From an optimization exercise on the open Yosys and OpenROAD flow, aimed at small area and a short achievable clock period; shortcuts taken in it are not production practice. No functional check of the RTL was part of this run. Power is estimated from default activity; no workload was simulated.

## flow/constraint.sdc

```tcl
create_clock -name core_clock -period 11.0 [get_ports {clk}]
set_input_delay 2.2000 -clock core_clock [delete_from_list [all_inputs] [get_ports {clk}]]
set_output_delay 2.2000 -clock core_clock [all_outputs]
set_load 0.01 [all_outputs]
```

## flow/standard.sh

```bash
#!/bin/bash
# synth_recipe.tcl (not shown) runs the flow's synth.tcl, then flattens the netlist and writes it again
# the make line also repeats each setting of config.mk as NAME=value (left out here)
make -C /OpenROAD-flow-scripts/flow DESIGN_CONFIG=/design/flow/config.mk WORK_HOME=/design/flow/orfs CLKGATE_MAP_FILE= SYNTH_SCRIPT=/design/flow/synth_recipe.tcl "${@:-finish}"
```

## flow/flow/run.sh

```bash
#!/bin/bash
# The standard layout, with two changes to how it is made:
# - timing repair aims at a tighter slack target (repair_timing -setup_margin),
#   so that it also works on paths that already meet the clock period;
# - the port buffers are plain buf_1 cells (repair resizes them as needed).
set -euo pipefail
export SETUP_SLACK_MARGIN=7.5
export BUFFER_PORTS_ARGS="-buffer_cell sky130_fd_sc_hd__buf_1"
bash standard.sh > standard_run.log 2>&1
```

## flow/config.mk

```make
export PLATFORM = sky130hd
export DESIGN_NAME = yaklasik_carpma
export DESIGN_NICKNAME = yaklasik_carpma
export VERILOG_FILES = /design/flow/design.v
export SDC_FILE = /design/flow/constraint.sdc
export NUM_CORES = 4
export LEC_CHECK = 0
export CAP_MARGIN = 20
export CORE_MARGIN = 2
export CORE_UTILIZATION = 50
export CTS_CLUSTER_DIAMETER = 120
export CTS_CLUSTER_SIZE = 22
export SLEW_MARGIN = 20
export SYNTH_HIERARCHICAL = 1
export SYNTH_MINIMUM_KEEP_SIZE = 0
```

## flow/design.v

```verilog
`timescale 1ns / 1ps
module yaklasik_carpma(
    input clk,
    input rst,
    input [31:0] sayi1,
    input [31:0] sayi2,
    output [63:0] tahmini_sonuc
    );
    reg [1:0]  ph;           
    reg        ilk;          
    reg        ilkn;         
    reg [7:0]  ptr;          
    reg [7:0]  gecerli;      
    reg [7:0]  etiket [0:7];
    reg [63:0] veri [0:7];
    reg [7:0]  yaz;          
    reg [7:0]  isabet;       
    reg        son;          
    reg [63:0] cikis;        
    reg [7:0]  osec;         
    reg [31:0] ra;           
    reg [3:0]  rbt;          
    reg [4:0]  bir, iki, uc, dort, eks;   
    reg [1:0]  ust;          
    reg [33:0] ra3;          
    reg [48:0] ts, tc;       
    reg [16:0] lt;           
    wire [7:0] tag = {ra[31:28], rbt};
    reg  [7:0] esles;
    integer i;
    always @(*) begin
        for (i = 0; i < 8; i = i + 1)
            esles[i] = gecerli[i] && (etiket[i] == tag);
    end
    wire [15:0] yb = (ph == 2'd0) ? sayi2[15:0] : sayi2[31:16];
    wire [18:0] ybx = {2'b00, yb, 1'b0};
    reg [4:0] bir_n, iki_n, uc_n, dort_n, eks_n;
    reg [2:0] v, m;
    always @(*) begin
        for (i = 0; i < 5; i = i + 1) begin
            v = {2'b00, ybx[3*i]} + {2'b00, ybx[3*i+1]} + {1'b0, ybx[3*i+2], 1'b0};
            m = ybx[3*i+3] ? 3'd4 - v : v;
            bir_n[i] = (m == 3'd1);
            iki_n[i] = (m == 3'd2);
            uc_n[i] = (m == 3'd3);
            dort_n[i] = (m == 3'd4);
            eks_n[i] = ybx[3*i+3];
        end
    end
    wire [1:0] ust_n = {yb[15] & yb[14], yb[15] ^ yb[14]};
    wire [33:0] a1 = {2'b00, ra};
    wire [33:0] a2 = {1'b0, ra, 1'b0};
    wire [33:0] a4 = {ra, 2'b00};
    wire [33:0] pp0 = ({34{bir[0]}} & a1 | {34{iki[0]}} & a2 | {34{uc[0]}} & ra3 | {34{dort[0]}} & a4) ^ {34{eks[0]}};
    wire [33:0] pp1 = ({34{bir[1]}} & a1 | {34{iki[1]}} & a2 | {34{uc[1]}} & ra3 | {34{dort[1]}} & a4) ^ {34{eks[1]}};
    wire [33:0] pp2 = ({34{bir[2]}} & a1 | {34{iki[2]}} & a2 | {34{uc[2]}} & ra3 | {34{dort[2]}} & a4) ^ {34{eks[2]}};
    wire [33:0] pp3 = ({34{bir[3]}} & a1 | {34{iki[3]}} & a2 | {34{uc[3]}} & ra3 | {34{dort[3]}} & a4) ^ {34{eks[3]}};
    wire [33:0] pp4 = ({34{bir[4]}} & a1 | {34{iki[4]}} & a2 | {34{uc[4]}} & ra3 | {34{dort[4]}} & a4) ^ {34{eks[4]}};
    wire [32:0] pp5 = {33{ust[0]}} & a1[32:0] | {33{ust[1]}} & a2[32:0];
    wire [32:0] tsa = ts[48:16] & {33{~ilk}};
    wire [32:0] tca = tc[48:16] & {33{ilkn}};
    wire s1, k2;
    wire s3, k4;
    wire s5, k6;
    wire s7, k8;
    wire s9, k10;
    wire s11, k12;
    wire s13, k14;
    wire s15, k16;
    wire s17, k18;
    wire s19, k20;
    wire s21, k22;
    wire s23, k24;
    wire s25, k26;
    wire s27, k28;
    wire s29, k30;
    wire s31, k32;
    wire s33, k34;
    wire s35, k36;
    wire s37, k38;
    wire s39, k40;
    wire s41, k42;
    wire s43, k44;
    wire s45, k46;
    wire s47, k48;
    wire s49, k50;
    wire s51, k52;
    wire s53, k54;
    wire s55, k56;
    wire s57, k58;
    wire s59, k60;
    wire s61, k62;
    wire s63, k64;
    wire s65, k66;
    wire s67, k68;
    wire s69, k70;
    wire s71, k72;
    wire s73, k74;
    wire s75, k76;
    wire s77, k78;
    wire s79, k80;
    wire s81, k82;
    wire s83, k84;
    wire s85, k86;
    wire s87, k88;
    wire s89, k90;
    wire s91, k92;
    wire s93, k94;
    wire s95, k96;
    wire s97, k98;
    wire s99, k100;
    wire s101, k102;
    wire s103, k104;
    wire s105, k106;
    wire s107, k108;
    wire s109, k110;
    wire s111, k112;
    wire s113, k114;
    wire s115, k116;
    wire s117, k118;
    wire s119, k120;
    wire s121, k122;
    wire s123, k124;
    wire s125, k126;
    wire s127, k128;
    wire s129, k130;
    wire s131, k132;
    wire s133, k134;
    wire s135, k136;
    wire s137, k138;
    wire s139, k140;
    wire s141, k142;
    wire s143, k144;
    wire s145, k146;
    wire s147, k148;
    wire s149, k150;
    wire s151, k152;
    wire s153, k154;
    wire s155, k156;
    wire s157, k158;
    wire s159, k160;
    wire s161, k162;
    wire s163, k164;
    wire s165, k166;
    wire s167, k168;
    wire s169, k170;
    wire s171, k172;
    wire s173, k174;
    wire s175, k176;
    wire s177, k178;
    wire s179, k180;
    wire s181, k182;
    wire s183, k184;
    wire s185, k186;
    wire s187, k188;
    wire s189, k190;
    wire s191, k192;
    wire s193, k194;
    wire s195, k196;
    wire s197, k198;
    wire s199, k200;
    wire s201, k202;
    wire s203, k204;
    wire s205, k206;
    wire s207, k208;
    wire s209, k210;
    wire s211, k212;
    wire s213, k214;
    wire s215, k216;
    wire s217, k218;
    wire s219, k220;
    wire s221, k222;
    wire s223, k224;
    wire s225, k226;
    wire s227, k228;
    wire s229, k230;
    wire s231, k232;
    wire s233, k234;
    wire s235, k236;
    wire s237, k238;
    wire s239, k240;
    wire s241, k242;
    wire s243, k244;
    wire s245, k246;
    wire s247, k248;
    wire s249, k250;
    wire s251, k252;
    wire s253, k254;
    wire s255, k256;
    wire s257, k258;
    wire s259, k260;
    wire s261, k262;
    wire s263, k264;
    wire s265, k266;
    wire s267, k268;
    wire s269, k270;
    wire s271, k272;
    wire s273, k274;
    wire s275, k276;
    wire s277, k278;
    wire s279, k280;
    wire s281, k282;
    wire s283, k284;
    wire s285, k286;
    wire s287, k288;
    wire s289, k290;
    wire s291, k292;
    wire s293, k294;
    wire s295, k296;
    wire s297, k298;
    wire s299, k300;
    wire s301, k302;
    wire s303, k304;
    wire s305, k306;
    wire s307, k308;
    wire s309, k310;
    wire s311, k312;
    wire s313, k314;
    wire s315, k316;
    wire s317, k318;
    wire s319, k320;
    wire s321, k322;
    wire s323, k324;
    wire s325, k326;
    wire s327, k328;
    wire s329, k330;
    wire s331, k332;
    wire s333, k334;
    wire s335, k336;
    wire s337, k338;
    wire s339, k340;
    wire s341, k342;
    wire s343, k344;
    wire s345, k346;
    wire s347, k348;
    wire s349, k350;
    wire s351, k352;
    wire s353, k354;
    wire s355, k356;
    wire s357, k358;
    wire s359, k360;
    wire s361, k362;
    wire s363, k364;
    wire s365, k366;
    wire s367, k368;
    wire s369, k370;
    wire s371, k372;
    wire s373, k374;
    wire s375, k376;
    wire s377, k378;
    wire s379, k380;
    wire s381, k382;
    wire s383, k384;
    wire s385, k386;
    wire s387, k388;
    wire s389, k390;
    wire s391, k392;
    wire s393, k394;
    wire s395, k396;
    wire s397, k398;
    wire s399, k400;
    wire s401, k402;
    wire s403, k404;
    wire s405, k406;
    wire s407, k408;
    wire s409, k410;
    wire s411, k412;
    wire s413, k414;
    wire s415, k416;
    wire s417, k418;
    wire s419, k420;
    wire s421, k422;
    wire s423, k424;
    wire s425, k426;
    wire s427, k428;
    wire s429, k430;
    wire s431, k432;
    wire s433, k434;
    wire s435, k436;
    wire s437, k438;
    wire s439, k440;
    wire s441, k442;
    wire s443, k444;
    wire s445, k446;
    wire s447, k448;
    wire s449, k450;
    wire s451, k452;
    wire s453, k454;
    wire s455, k456;
    wire s457, k458;
    wire s459, k460;
    wire s461, k462;
    wire s463, k464;
    wire s465, k466;
    yarim_toplayici us1 (eks[3], tsa[9], s1, k2);
    yarim_toplayici us3 (tsa[10], tca[10], s3, k4);
    yarim_toplayici us5 (tsa[11], tca[11], s5, k6);
    tam_toplayici us7 (eks[4], tsa[12], tca[12], s7, k8);
    yarim_toplayici us9 (pp0[12], pp1[9], s9, k10);
    tam_toplayici us11 (tsa[13], tca[13], pp0[13], s11, k12);
    yarim_toplayici us13 (pp1[10], pp2[7], s13, k14);
    tam_toplayici us15 (tsa[14], tca[14], pp0[14], s15, k16);
    yarim_toplayici us17 (pp1[11], pp2[8], s17, k18);
    tam_toplayici us19 (tsa[15], tca[15], pp5[0], s19, k20);
    tam_toplayici us21 (pp0[15], pp1[12], pp2[9], s21, k22);
    tam_toplayici us23 (tsa[16], tca[16], pp5[1], s23, k24);
    tam_toplayici us25 (pp0[16], pp1[13], pp2[10], s25, k26);
    tam_toplayici us27 (tsa[17], tca[17], pp5[2], s27, k28);
    tam_toplayici us29 (pp0[17], pp1[14], pp2[11], s29, k30);
    tam_toplayici us31 (tsa[18], tca[18], pp5[3], s31, k32);
    tam_toplayici us33 (pp0[18], pp1[15], pp2[12], s33, k34);
    yarim_toplayici us35 (pp3[9], pp4[6], s35, k36);
    tam_toplayici us37 (tsa[19], tca[19], pp5[4], s37, k38);
    tam_toplayici us39 (pp0[19], pp1[16], pp2[13], s39, k40);
    tam_toplayici us41 (pp3[10], pp4[7], ilkn, s41, k42);
    tam_toplayici us43 (tsa[20], tca[20], pp5[5], s43, k44);
    tam_toplayici us45 (pp0[20], pp1[17], pp2[14], s45, k46);
    tam_toplayici us47 (pp3[11], pp4[8], ilkn, s47, k48);
    tam_toplayici us49 (tsa[21], tca[21], pp5[6], s49, k50);
    tam_toplayici us51 (pp0[21], pp1[18], pp2[15], s51, k52);
    yarim_toplayici us53 (pp3[12], pp4[9], s53, k54);
    tam_toplayici us55 (tsa[22], tca[22], pp5[7], s55, k56);
    tam_toplayici us57 (pp0[22], pp1[19], pp2[16], s57, k58);
    tam_toplayici us59 (pp3[13], pp4[10], ilkn, s59, k60);
    tam_toplayici us61 (tsa[23], tca[23], pp5[8], s61, k62);
    tam_toplayici us63 (pp0[23], pp1[20], pp2[17], s63, k64);
    tam_toplayici us65 (pp3[14], pp4[11], ilkn, s65, k66);
    tam_toplayici us67 (tsa[24], tca[24], pp5[9], s67, k68);
    tam_toplayici us69 (pp0[24], pp1[21], pp2[18], s69, k70);
    yarim_toplayici us71 (pp3[15], pp4[12], s71, k72);
    tam_toplayici us73 (tsa[25], tca[25], pp5[10], s73, k74);
    tam_toplayici us75 (pp0[25], pp1[22], pp2[19], s75, k76);
    tam_toplayici us77 (pp3[16], pp4[13], ilkn, s77, k78);
    tam_toplayici us79 (tsa[26], tca[26], pp5[11], s79, k80);
    tam_toplayici us81 (pp0[26], pp1[23], pp2[20], s81, k82);
    tam_toplayici us83 (pp3[17], pp4[14], ilkn, s83, k84);
    tam_toplayici us85 (tsa[27], tca[27], pp5[12], s85, k86);
    tam_toplayici us87 (pp0[27], pp1[24], pp2[21], s87, k88);
    yarim_toplayici us89 (pp3[18], pp4[15], s89, k90);
    tam_toplayici us91 (tsa[28], tca[28], pp5[13], s91, k92);
    tam_toplayici us93 (pp0[28], pp1[25], pp2[22], s93, k94);
    tam_toplayici us95 (pp3[19], pp4[16], ilkn, s95, k96);
    tam_toplayici us97 (tsa[29], tca[29], pp5[14], s97, k98);
    tam_toplayici us99 (pp0[29], pp1[26], pp2[23], s99, k100);
    tam_toplayici us101 (pp3[20], pp4[17], ilkn, s101, k102);
    tam_toplayici us103 (tsa[30], tca[30], pp5[15], s103, k104);
    tam_toplayici us105 (pp0[30], pp1[27], pp2[24], s105, k106);
    yarim_toplayici us107 (pp3[21], pp4[18], s107, k108);
    tam_toplayici us109 (tsa[31], tca[31], pp5[16], s109, k110);
    tam_toplayici us111 (pp0[31], pp1[28], pp2[25], s111, k112);
    tam_toplayici us113 (pp3[22], pp4[19], ilkn, s113, k114);
    tam_toplayici us115 (tsa[32], tca[32], pp5[17], s115, k116);
    tam_toplayici us117 (pp0[32], pp1[29], pp2[26], s117, k118);
    tam_toplayici us119 (pp3[23], pp4[20], ilkn, s119, k120);
    tam_toplayici us121 (pp5[18], pp0[33], pp1[30], s121, k122);
    tam_toplayici us123 (pp2[27], pp3[24], pp4[21], s123, k124);
    tam_toplayici us125 (~eks[0], pp5[19], pp1[31], s125, k126);
    yarim_toplayici us127 (pp5[20], pp1[32], s127, k128);
    yarim_toplayici us129 (pp5[21], pp1[33], s129, k130);
    yarim_toplayici us131 (eks[1], tsa[3], s131, k132);
    yarim_toplayici us133 (tsa[4], tca[4], s133, k134);
    yarim_toplayici us135 (tsa[5], tca[5], s135, k136);
    tam_toplayici us137 (eks[2], tsa[6], tca[6], s137, k138);
    yarim_toplayici us139 (pp0[6], pp1[3], s139, k140);
    tam_toplayici us141 (tsa[7], tca[7], pp0[7], s141, k142);
    yarim_toplayici us143 (pp1[4], pp2[1], s143, k144);
    tam_toplayici us145 (tsa[8], tca[8], pp0[8], s145, k146);
    yarim_toplayici us147 (pp1[5], pp2[2], s147, k148);
    tam_toplayici us149 (tca[9], s1, pp0[9], s149, k150);
    tam_toplayici us151 (pp1[6], pp2[3], pp3[0], s151, k152);
    tam_toplayici us153 (k2, s3, pp0[10], s153, k154);
    tam_toplayici us155 (pp1[7], pp2[4], pp3[1], s155, k156);
    tam_toplayici us157 (k4, s5, pp0[11], s157, k158);
    tam_toplayici us159 (pp1[8], pp2[5], pp3[2], s159, k160);
    tam_toplayici us161 (k6, pp2[6], pp3[3], s161, k162);
    tam_toplayici us163 (pp4[0], s7, s9, s163, k164);
    tam_toplayici us165 (pp3[4], pp4[1], k8, s165, k166);
    tam_toplayici us167 (k10, s13, s11, s167, k168);
    tam_toplayici us169 (pp3[5], pp4[2], k14, s169, k170);
    tam_toplayici us171 (s17, k12, s15, s171, k172);
    tam_toplayici us173 (pp3[6], pp4[3], k18, s173, k174);
    tam_toplayici us175 (s19, k16, s21, s175, k176);
    tam_toplayici us177 (pp3[7], pp4[4], k20, s177, k178);
    tam_toplayici us179 (s23, k22, s25, s179, k180);
    tam_toplayici us181 (pp3[8], pp4[5], k24, s181, k182);
    tam_toplayici us183 (s27, k26, s29, s183, k184);
    tam_toplayici us185 (ilkn, s35, k28, s185, k186);
    tam_toplayici us187 (s31, k30, s33, s187, k188);
    tam_toplayici us189 (k36, k32, s37, s189, k190);
    tam_toplayici us191 (k34, s39, s41, s191, k192);
    tam_toplayici us193 (k38, s43, k40, s193, k194);
    tam_toplayici us195 (s45, k42, s47, s195, k196);
    tam_toplayici us197 (s53, k44, s49, s197, k198);
    tam_toplayici us199 (k46, s51, k48, s199, k200);
    tam_toplayici us201 (k54, k50, s55, s201, k202);
    tam_toplayici us203 (k52, s57, s59, s203, k204);
    tam_toplayici us205 (k56, s61, k58, s205, k206);
    tam_toplayici us207 (s63, k60, s65, s207, k208);
    tam_toplayici us209 (s71, k62, s67, s209, k210);
    tam_toplayici us211 (k64, s69, k66, s211, k212);
    tam_toplayici us213 (k72, k68, s73, s213, k214);
    tam_toplayici us215 (k70, s75, s77, s215, k216);
    tam_toplayici us217 (k74, s79, k76, s217, k218);
    tam_toplayici us219 (s81, k78, s83, s219, k220);
    tam_toplayici us221 (s89, k80, s85, s221, k222);
    tam_toplayici us223 (k82, s87, k84, s223, k224);
    tam_toplayici us225 (k90, k86, s91, s225, k226);
    tam_toplayici us227 (k88, s93, s95, s227, k228);
    tam_toplayici us229 (k92, s97, k94, s229, k230);
    tam_toplayici us231 (s99, k96, s101, s231, k232);
    tam_toplayici us233 (s107, k98, s103, s233, k234);
    tam_toplayici us235 (k100, s105, k102, s235, k236);
    tam_toplayici us237 (k108, k104, s109, s237, k238);
    tam_toplayici us239 (k106, s111, s113, s239, k240);
    tam_toplayici us241 (k110, s115, k112, s241, k242);
    tam_toplayici us243 (s117, k114, s119, s243, k244);
    tam_toplayici us245 (ilkn, k116, k118, s245, k246);
    tam_toplayici us247 (s121, s123, k120, s247, k248);
    tam_toplayici us249 (pp2[28], pp3[25], pp4[22], s249, k250);
    tam_toplayici us251 (k122, k124, s125, s251, k252);
    tam_toplayici us253 (pp2[29], pp3[26], pp4[23], s253, k254);
    tam_toplayici us255 (ilkn, s127, k126, s255, k256);
    tam_toplayici us257 (pp2[30], pp3[27], pp4[24], s257, k258);
    tam_toplayici us259 (ilkn, k128, s129, s259, k260);
    tam_toplayici us261 (~eks[1], pp5[22], pp2[31], s261, k262);
    tam_toplayici us263 (pp3[28], pp4[25], k130, s263, k264);
    tam_toplayici us265 (pp5[23], pp2[32], pp3[29], s265, k266);
    yarim_toplayici us267 (pp4[26], ilkn, s267, k268);
    tam_toplayici us269 (pp5[24], pp2[33], pp3[30], s269, k270);
    yarim_toplayici us271 (pp4[27], ilkn, s271, k272);
    tam_toplayici us273 (~eks[2], pp5[25], pp3[31], s273, k274);
    yarim_toplayici us275 (pp5[26], pp3[32], s275, k276);
    yarim_toplayici us277 (pp5[27], pp3[33], s277, k278);
    yarim_toplayici us279 (eks[0], tsa[0], s279, k280);
    yarim_toplayici us281 (tsa[1], tca[1], s281, k282);
    yarim_toplayici us283 (tsa[2], tca[2], s283, k284);
    tam_toplayici us285 (tca[3], s131, pp0[3], s285, k286);
    tam_toplayici us287 (k132, s133, pp0[4], s287, k288);
    tam_toplayici us289 (k134, s135, pp0[5], s289, k290);
    tam_toplayici us291 (k136, pp2[0], s137, s291, k292);
    tam_toplayici us293 (k138, k140, s143, s293, k294);
    tam_toplayici us295 (k144, s147, k142, s295, k296);
    tam_toplayici us297 (k148, k146, s149, s297, k298);
    tam_toplayici us299 (k150, k152, s153, s299, k300);
    tam_toplayici us301 (k154, k156, s157, s301, k302);
    tam_toplayici us303 (k158, k160, s161, s303, k304);
    tam_toplayici us305 (k162, s165, k164, s305, k306);
    tam_toplayici us307 (k166, s169, k168, s307, k308);
    tam_toplayici us309 (k170, s173, k172, s309, k310);
    tam_toplayici us311 (k174, s177, k176, s311, k312);
    tam_toplayici us313 (k178, s181, k180, s313, k314);
    tam_toplayici us315 (k182, s185, k184, s315, k316);
    tam_toplayici us317 (k186, s189, k188, s317, k318);
    tam_toplayici us319 (k190, s193, k192, s319, k320);
    tam_toplayici us321 (s197, k194, s199, s321, k322);
    tam_toplayici us323 (k198, s201, k200, s323, k324);
    tam_toplayici us325 (k202, s205, k204, s325, k326);
    tam_toplayici us327 (s209, k206, s211, s327, k328);
    tam_toplayici us329 (k210, s213, k212, s329, k330);
    tam_toplayici us331 (k214, s217, k216, s331, k332);
    tam_toplayici us333 (s221, k218, s223, s333, k334);
    tam_toplayici us335 (k222, s225, k224, s335, k336);
    tam_toplayici us337 (k226, s229, k228, s337, k338);
    tam_toplayici us339 (s233, k230, s235, s339, k340);
    tam_toplayici us341 (k234, s237, k236, s341, k342);
    tam_toplayici us343 (k238, s241, k240, s343, k344);
    tam_toplayici us345 (k242, s245, s247, s345, k346);
    tam_toplayici us347 (s249, k246, k248, s347, k348);
    tam_toplayici us349 (k250, s253, k252, s349, k350);
    tam_toplayici us351 (k254, s257, s259, s351, k352);
    tam_toplayici us353 (k258, s261, k260, s353, k354);
    tam_toplayici us355 (s267, k262, s265, s355, k356);
    tam_toplayici us357 (k268, s271, k266, s357, k358);
    tam_toplayici us359 (pp4[28], k272, k270, s359, k360);
    tam_toplayici us361 (pp4[29], ilkn, s275, s361, k362);
    tam_toplayici us363 (pp4[30], ilkn, k276, s363, k364);
    tam_toplayici us365 (~eks[3], pp5[28], pp4[31], s365, k366);
    yarim_toplayici us367 (pp5[29], pp4[32], s367, k368);
    yarim_toplayici us369 (pp5[30], pp4[33], s369, k370);
    yarim_toplayici us371 (tca[0], s279, s371, k372);
    tam_toplayici us373 (k280, s281, pp0[1], s373, k374);
    tam_toplayici us375 (k282, s283, pp0[2], s375, k376);
    tam_toplayici us377 (k284, pp1[0], s285, s377, k378);
    tam_toplayici us379 (pp1[1], k286, s287, s379, k380);
    tam_toplayici us381 (pp1[2], k288, s289, s381, k382);
    tam_toplayici us383 (s139, k290, s291, s383, k384);
    tam_toplayici us385 (s141, k292, s293, s385, k386);
    tam_toplayici us387 (s145, k294, s295, s387, k388);
    tam_toplayici us389 (s151, k296, s297, s389, k390);
    tam_toplayici us391 (s155, k298, s299, s391, k392);
    tam_toplayici us393 (s159, k300, s301, s393, k394);
    tam_toplayici us395 (s163, k302, s303, s395, k396);
    tam_toplayici us397 (k304, s167, s305, s397, k398);
    tam_toplayici us399 (s171, k306, s307, s399, k400);
    tam_toplayici us401 (s175, k308, s309, s401, k402);
    tam_toplayici us403 (s179, k310, s311, s403, k404);
    tam_toplayici us405 (s183, k312, s313, s405, k406);
    tam_toplayici us407 (s187, k314, s315, s407, k408);
    tam_toplayici us409 (s191, k316, s317, s409, k410);
    tam_toplayici us411 (s195, k318, s319, s411, k412);
    tam_toplayici us413 (k196, k320, s321, s413, k414);
    tam_toplayici us415 (s203, k322, s323, s415, k416);
    tam_toplayici us417 (s207, k324, s325, s417, k418);
    tam_toplayici us419 (k208, k326, s327, s419, k420);
    tam_toplayici us421 (s215, k328, s329, s421, k422);
    tam_toplayici us423 (s219, k330, s331, s423, k424);
    tam_toplayici us425 (k220, k332, s333, s425, k426);
    tam_toplayici us427 (s227, k334, s335, s427, k428);
    tam_toplayici us429 (s231, k336, s337, s429, k430);
    tam_toplayici us431 (k232, k338, s339, s431, k432);
    tam_toplayici us433 (s239, k340, s341, s433, k434);
    tam_toplayici us435 (s243, k342, s343, s435, k436);
    tam_toplayici us437 (k244, k344, s345, s437, k438);
    tam_toplayici us439 (s251, k346, s347, s439, k440);
    tam_toplayici us441 (s255, k348, s349, s441, k442);
    tam_toplayici us443 (k256, s351, k350, s443, k444);
    tam_toplayici us445 (s263, s353, k352, s445, k446);
    tam_toplayici us447 (k264, s355, k354, s447, k448);
    tam_toplayici us449 (s269, k356, s357, s449, k450);
    tam_toplayici us451 (s273, k358, s359, s451, k452);
    tam_toplayici us453 (k274, s361, k360, s453, k454);
    tam_toplayici us455 (s277, k362, s363, s455, k456);
    tam_toplayici us457 (k278, s365, k364, s457, k458);
    tam_toplayici us459 (ilkn, s367, k366, s459, k460);
    tam_toplayici us461 (ilkn, k368, s369, s461, k462);
    tam_toplayici us463 (~eks[4], pp5[31], k370, s463, k464);
    yarim_toplayici us465 (pp5[32], ilkn, s465, k466);
    wire [48:0] ns, nc;
    assign ns[0] = s371;
    assign nc[0] = pp0[0];
    assign ns[1] = k372;
    assign nc[1] = s373;
    assign ns[2] = k374;
    assign nc[2] = s375;
    assign ns[3] = k376;
    assign nc[3] = s377;
    assign ns[4] = k378;
    assign nc[4] = s379;
    assign ns[5] = k380;
    assign nc[5] = s381;
    assign ns[6] = k382;
    assign nc[6] = s383;
    assign ns[7] = k384;
    assign nc[7] = s385;
    assign ns[8] = k386;
    assign nc[8] = s387;
    assign ns[9] = k388;
    assign nc[9] = s389;
    assign ns[10] = k390;
    assign nc[10] = s391;
    assign ns[11] = k392;
    assign nc[11] = s393;
    assign ns[12] = k394;
    assign nc[12] = s395;
    assign ns[13] = k396;
    assign nc[13] = s397;
    assign ns[14] = k398;
    assign nc[14] = s399;
    assign ns[15] = k400;
    assign nc[15] = s401;
    assign ns[16] = k402;
    assign nc[16] = s403;
    assign ns[17] = k404;
    assign nc[17] = s405;
    assign ns[18] = k406;
    assign nc[18] = s407;
    assign ns[19] = k408;
    assign nc[19] = s409;
    assign ns[20] = k410;
    assign nc[20] = s411;
    assign ns[21] = k412;
    assign nc[21] = s413;
    assign ns[22] = k414;
    assign nc[22] = s415;
    assign ns[23] = k416;
    assign nc[23] = s417;
    assign ns[24] = k418;
    assign nc[24] = s419;
    assign ns[25] = k420;
    assign nc[25] = s421;
    assign ns[26] = k422;
    assign nc[26] = s423;
    assign ns[27] = k424;
    assign nc[27] = s425;
    assign ns[28] = k426;
    assign nc[28] = s427;
    assign ns[29] = k428;
    assign nc[29] = s429;
    assign ns[30] = k430;
    assign nc[30] = s431;
    assign ns[31] = k432;
    assign nc[31] = s433;
    assign ns[32] = k434;
    assign nc[32] = s435;
    assign ns[33] = k436;
    assign nc[33] = s437;
    assign ns[34] = k438;
    assign nc[34] = s439;
    assign ns[35] = k440;
    assign nc[35] = s441;
    assign ns[36] = k442;
    assign nc[36] = s443;
    assign ns[37] = k444;
    assign nc[37] = s445;
    assign ns[38] = k446;
    assign nc[38] = s447;
    assign ns[39] = k448;
    assign nc[39] = s449;
    assign ns[40] = k450;
    assign nc[40] = s451;
    assign ns[41] = k452;
    assign nc[41] = s453;
    assign ns[42] = k454;
    assign nc[42] = s455;
    assign ns[43] = k456;
    assign nc[43] = s457;
    assign ns[44] = k458;
    assign nc[44] = s459;
    assign ns[45] = k460;
    assign nc[45] = s461;
    assign ns[46] = k462;
    assign nc[46] = s463;
    assign ns[47] = k464;
    assign nc[47] = s465;
    assign ns[48] = k466;
    assign nc[48] = 1'b0;
    wire [7:0] okusec = (son ? isabet : osec) & {8{~rst}};
    reg [63:0] okunan;
    always @(*) begin
        okunan = 64'd0;
        for (i = 0; i < 8; i = i + 1)
            okunan = okunan | ({64{okusec[i]}} & veri[i]);
    end
    wire [47:0] ust48 = ts[47:0] + tc[47:0] + {47'd0, lt[16]};
    wire [63:0] carpim = {ust48, lt[15:0]};
    wire [63:0] cikis_n = okunan | ({64{son && !rst && isabet == 8'd0}} & carpim);
    always @(posedge clk) begin
        ra <= sayi1;
        rbt <= sayi2[31:28];
        ra3 <= {2'b00, sayi1} + {1'b0, sayi1, 1'b0};
        bir <= bir_n;
        iki <= iki_n;
        uc <= uc_n;
        dort <= dort_n;
        eks <= eks_n;
        ust <= ust_n;
        ts <= ns;
        tc <= nc;
        lt <= {1'b0, ts[15:0]} + {1'b0, tc[15:0]};
        isabet <= esles;
        yaz <= (ph == 2'd2 && esles == 8'd0) ? ptr : 8'd0;
        cikis <= cikis_n;
        if (rst) begin
            ph <= 2'd0;
            ilk <= 1'b0;
            ilkn <= 1'b1;
            son <= 1'b0;
            osec <= 8'd0;
            ptr <= 8'd1;
            gecerli <= 8'd0;
        end else begin
            ph <= ph + 2'd1;
            ilk <= (ph == 2'd0);
            ilkn <= (ph != 2'd0);
            son <= (ph == 2'd2);
            if (son) begin
                osec <= (isabet == 8'd0) ? ptr : isabet;
                if (isabet == 8'd0) begin
                    gecerli <= gecerli | ptr;
                    ptr <= {ptr[6:0], ptr[7]};
                end
            end
        end
    end
    always @(posedge clk) begin
        for (i = 0; i < 8; i = i + 1)
            if (yaz[i]) begin
                veri[i] <= carpim;
                etiket[i] <= tag;
            end
    end
    assign tahmini_sonuc = cikis;
endmodule
module tam_toplayici(input a, input b, input c, output s, output co);
    assign s = a ^ b ^ c;
    assign co = (a & b) | (a & c) | (b & c);
endmodule
module yarim_toplayici(input a, input b, output s, output co);
    assign s = a ^ b;
    assign co = a & b;
endmodule
```

==> impl_metrics.ini <==
[status]
status = timing/DRC/antenna clean

[layout]
fillers = 7122
area_delta_synth_final_pct = 9.78
stdcell_count = 4470
drive_gt1_frac = 0.104
nets = 3676
finalInstanceArea_um2 = 47700
fin_util = 0.551

[floorplan]
ios = 130
die_w_um = 299
core_area_um2 = 86500
start_util = 0.502
fp-row-count = 108
die_area_um2 = 89200
die_height_um = 299

[route]
num_vias = 28300
first_iter_violations = 2927
drc_errors = 0
drtAntennaViolNets = 0
wirelength_mm = 124
wire_per_inst_um = 27.8
avgViaCountPerCell = 6.34
dr.pass1.iters = 7

[run]
maxCapViolCount = 0

[yosys]
synth_fp_nets = 3685
ys_types = 77
yosysWarnings = 9
syn_avg_cell_area_um2 = 13.2
synth_area_um2 = 43400
synth_edf_count = 576
yosysSeqAreaShare = 0.545
netlist_instances = 3286
synthArstFlopShare = 0
synth-main-ff-cell = edfxtp_1
ys_ff_latch = 895

[cts]
numCtsBuffers = 47
clock_latency_ps = 650
clock_sink_count = 895
cts_tree = done
cts-root-buf = clkbuf_16
cts_hold_buf = 0
htree_levels = 2
ctsLongestPathBuffers = 3
clkTransAtPathRegs_ps = 90

[timing]
rsz0062_at_grt = yes
max_slew_margin = 0.275
clock_skew_ps = 28.1
fin_tns_setup_ps = 0
period_share = 0.356
setup_violations = 0
fmax_ghz = 0.256
worstMarginPinSlew_ps = 1080
slew_violations = 0
finalHoldViolCount = 0
fin_crit_ps = 3910

[grt]
antenna_found_initial = 5
grt_max_degree = 65
gr-total-overflow = 0
first_global_vias = 28700
grt_pass1_wl_mm = 184
grt_usage = 0.272

[setup_path]
cp_max_fo = 4
crit_type = in2reg
crit_buf_inv = 3
cp-startpoint = sayi1[1]
critPathMaxStageDelay_ps = 370
cp_data_required_time_ps = 11550
cp-end-kind = register
rrSetupSlack_ps = 7540
critical_path.top_delay_family = compound AO/OA/AOI/OAI gates
critPathArrivalTime_ps = 4460
crit_path_start_kind = input port
r2r_start = uc[1]$_DFF_P_
path_cells = buf_8, ha_4, inv_2, fa_2, nor2b_4, o2111ai_2, a21boi_2, a2111oi_4, buf_4, o31ai_4, nand2_2, o211ai_1, a21oi_2, xnor2_1
cp_slowest_cell = fa_2

[place]
dpl_cell_area_um2 = 45300
port_buffers = 129
hpwl_mm = 81.1
gp_congestion = 0.973
dp_cells = 4355

[min_path]
hold_path_class = reg2reg
hp-start = ph[0]$_SDFF_PP0_

[power]
powerDensity_nw_per_um2 = 350
ir_drop_mv = 0.322
p_leak_uw = 0.0165
synthesized netlist by cell type (10+ instances only):
| cell | number | area share |
|---|---|---|
| o21a_1 | 14 | 0.0024 |
| a221oi_1 | 215 | 0.043 |
| o21bai_1 | 15 | 0.0026 |
| ha_1 | 126 | 0.036 |
| mux2_2 | 13 | 0.0034 |
| a31oi_1 | 10 | 0.0014 |
| a21o_1 | 61 | 0.011 |
| nand2_1 | 108 | 0.0093 |
| mux2i_1 | 17 | 0.0039 |
| edfxtp_1 | 576 | 0.40 |
| nor2_1 | 84 | 0.0073 |
| o21ai_0 | 50 | 0.0058 |
| and2_1 | 49 | 0.0071 |
| clkbuf_1 | 217 | 0.019 |
| a222oi_1 | 10 | 0.0023 |
| buf_1 | 34 | 0.0029 |
| inv_1 | 58 | 0.0050 |
| a21oi_1 | 98 | 0.011 |
| nor4_1 | 13 | 0.0019 |
| a22oi_1 | 131 | 0.023 |
| nor3_1 | 15 | 0.0017 |
| dfxtp_1 | 319 | 0.15 |
| and3_1 | 14 | 0.0020 |
| a22o_1 | 247 | 0.050 |
| fa_1 | 207 | 0.095 |
| nor2b_1 | 43 | 0.0062 |
| nand4_1 | 67 | 0.0097 |
| nand3_1 | 35 | 0.0040 |
| xnor2_1 | 258 | 0.052 |
| xor2_1 | 66 | 0.013 |
| buf_2 | 10 | 0.0012 |
metal layers:
layer / GRT usage / wire length (um) / share of wire
met1: 0.359 / 50900 / 0.41
met2: 0.467 / 61000 / 0.49
met3: 0.0332 / 7620 / 0.061
met4: 0.0940 / 4620 / 0.037
met5: 0 / 25 / 0.00020
worst paths after layout:
| kind | to | cells after the start |
|---|---|---|
| max | ra3[31]$_DFF_P_ | 14 |
| min | ph[0]$_SDFF_PP0_ | 1 |
| max reg2reg | tc[27]$_DFF_P_ | 8 |
| min reg2reg | ph[0]$_SDFF_PP0_ | 1 |
Yosys stat by module, one instance, submodules excluded:
module	flip-flops and latches	area, um2	copies in the design	cells inside
tam_toplayici	0	20.0	203	1
yarim_toplayici	0	12.5	30	1
yaklasik_carpma	895	39000	1	3053
power breakdown:
part           leakage (uW)  switching [uW]  internal, uW
Sequential          0.00785             425          5180
Combinational       0.00797            5650          3510
Clock              0.000676            1090           850
Total                0.0165            7160          9530
flip-flops by register name, summed over array words and instances (netlist names), 2 cells and up:
register / flops
ptr: 8
yaz: 8
ra: 31
osec: 8
tc: 48
ts: 49
veri: 512
ph: 2
eks: 5
ust: 2
bir: 5
iki: 5
lt: 17
ra3: 34
cikis: 64
isabet: 8
etiket: 64
rbt: 4
gecerli: 8
dort: 5
uc: 5
repair_timing:
action,in CTS,in global routing
setup buffers,17,10
setup endpoints to repair,264,187
resized for setup,84,84
pin swaps,28,30
cloned,1,0
per-stage QoR:
stage | hold slack [ps] | worst slack (ps) | total power (uW)
final | 410 | 7090 | 16700
after global routing | 425 | 6970 | 17600
after CTS | 410 | 7070 | 16500
after detailed placement | 397 | 5880 | 14400
after global placement | 393 | 6010 | 14100
after floorplan | 386 | 6810 | 10800
cells in the final DEF, fill, tap and decap left out, types with 31 or more instances in the layout:
| cell type | count |
|---|---|
| buf_4 | 57 |
| edfxtp_1 | 576 |
| ha_1 | 100 |
| inv_1 | 52 |
| a21oi_1 | 84 |
| o21ai_0 | 45 |
| nand2_1 | 106 |
| clkbuf_16 | 48 |
| xor2_1 | 53 |
| a221oi_1 | 201 |
| nand4_1 | 67 |
| nand3_1 | 35 |
| clkbuf_1 | 31 |
| a21o_1 | 61 |
| a22o_1 | 247 |
| and2_1 | 47 |
| xnor2_1 | 243 |
| nor2b_1 | 41 |
| fa_1 | 200 |
| buf_1 | 116 |
| nor2_1 | 75 |
| a22oi_1 | 131 |
| dfxtp_1 | 286 |
cell type report:
cell class              count  area (um2)  share of cell area
diodes                      2        5.00            0.000105
clock buffers              78        1290              0.0271
clock inverters             7         134             0.00281
inverters                  59         226             0.00475
multi-input cells        2065       19500               0.410
flip-flops and latches    895       23700               0.498
well taps                1155        1450              0.0303
repair buffers            209        1280              0.0269
cell families (layout without fill, tap and decap cells):
logic type | after synthesis | in the layout | synth area share
AOI/OAI and AO/OA | 921 | 921 | 0.166
DFF | 895 | 895 | 0.545
and+or+nand+nor | 452 | 453 | 0.0535
adders and majority gates | 333 | 333 | 0.132
buffers and inverters | 327 | 353 | 0.0295
xor gates and xnor gates | 325 | 325 | 0.0657
muxes | 32 | 32 | 0.00781
other | 1 | 3 | 0.0000864

port drivers added, routing unchanged:
No port has a modelled driver above. Below, the same layout with a new extraction and two added sets of constraints.
Step 1 sets driving cells, clkbuf_16 on the clock port and buf_2 on the other inputs (assumed; they add their load-dependent delay and slew).
Step 2 adds t to the input delays and takes it off the output delays; t is the mean of the earliest and latest rising clock arrival at the registers after step 1. Input paths then give back, and output paths get back, about the clock's delay inside the block.
Three values: ideal ports, drivers, drivers and shift; two values: the first two.
t (ns): 0.708
setup WS [ns]: 7.089 / 7.108 / 6.401
worst hold slack (ns): 0.410 / 0.410 / 0.410
slew at the worst register clock pin (ns): 0.10 / 0.10
After both steps setup and hold are still met in this run. For this run, drivers alone change the setup slack by +0.019 ns; drivers and shift together by -0.688 ns.
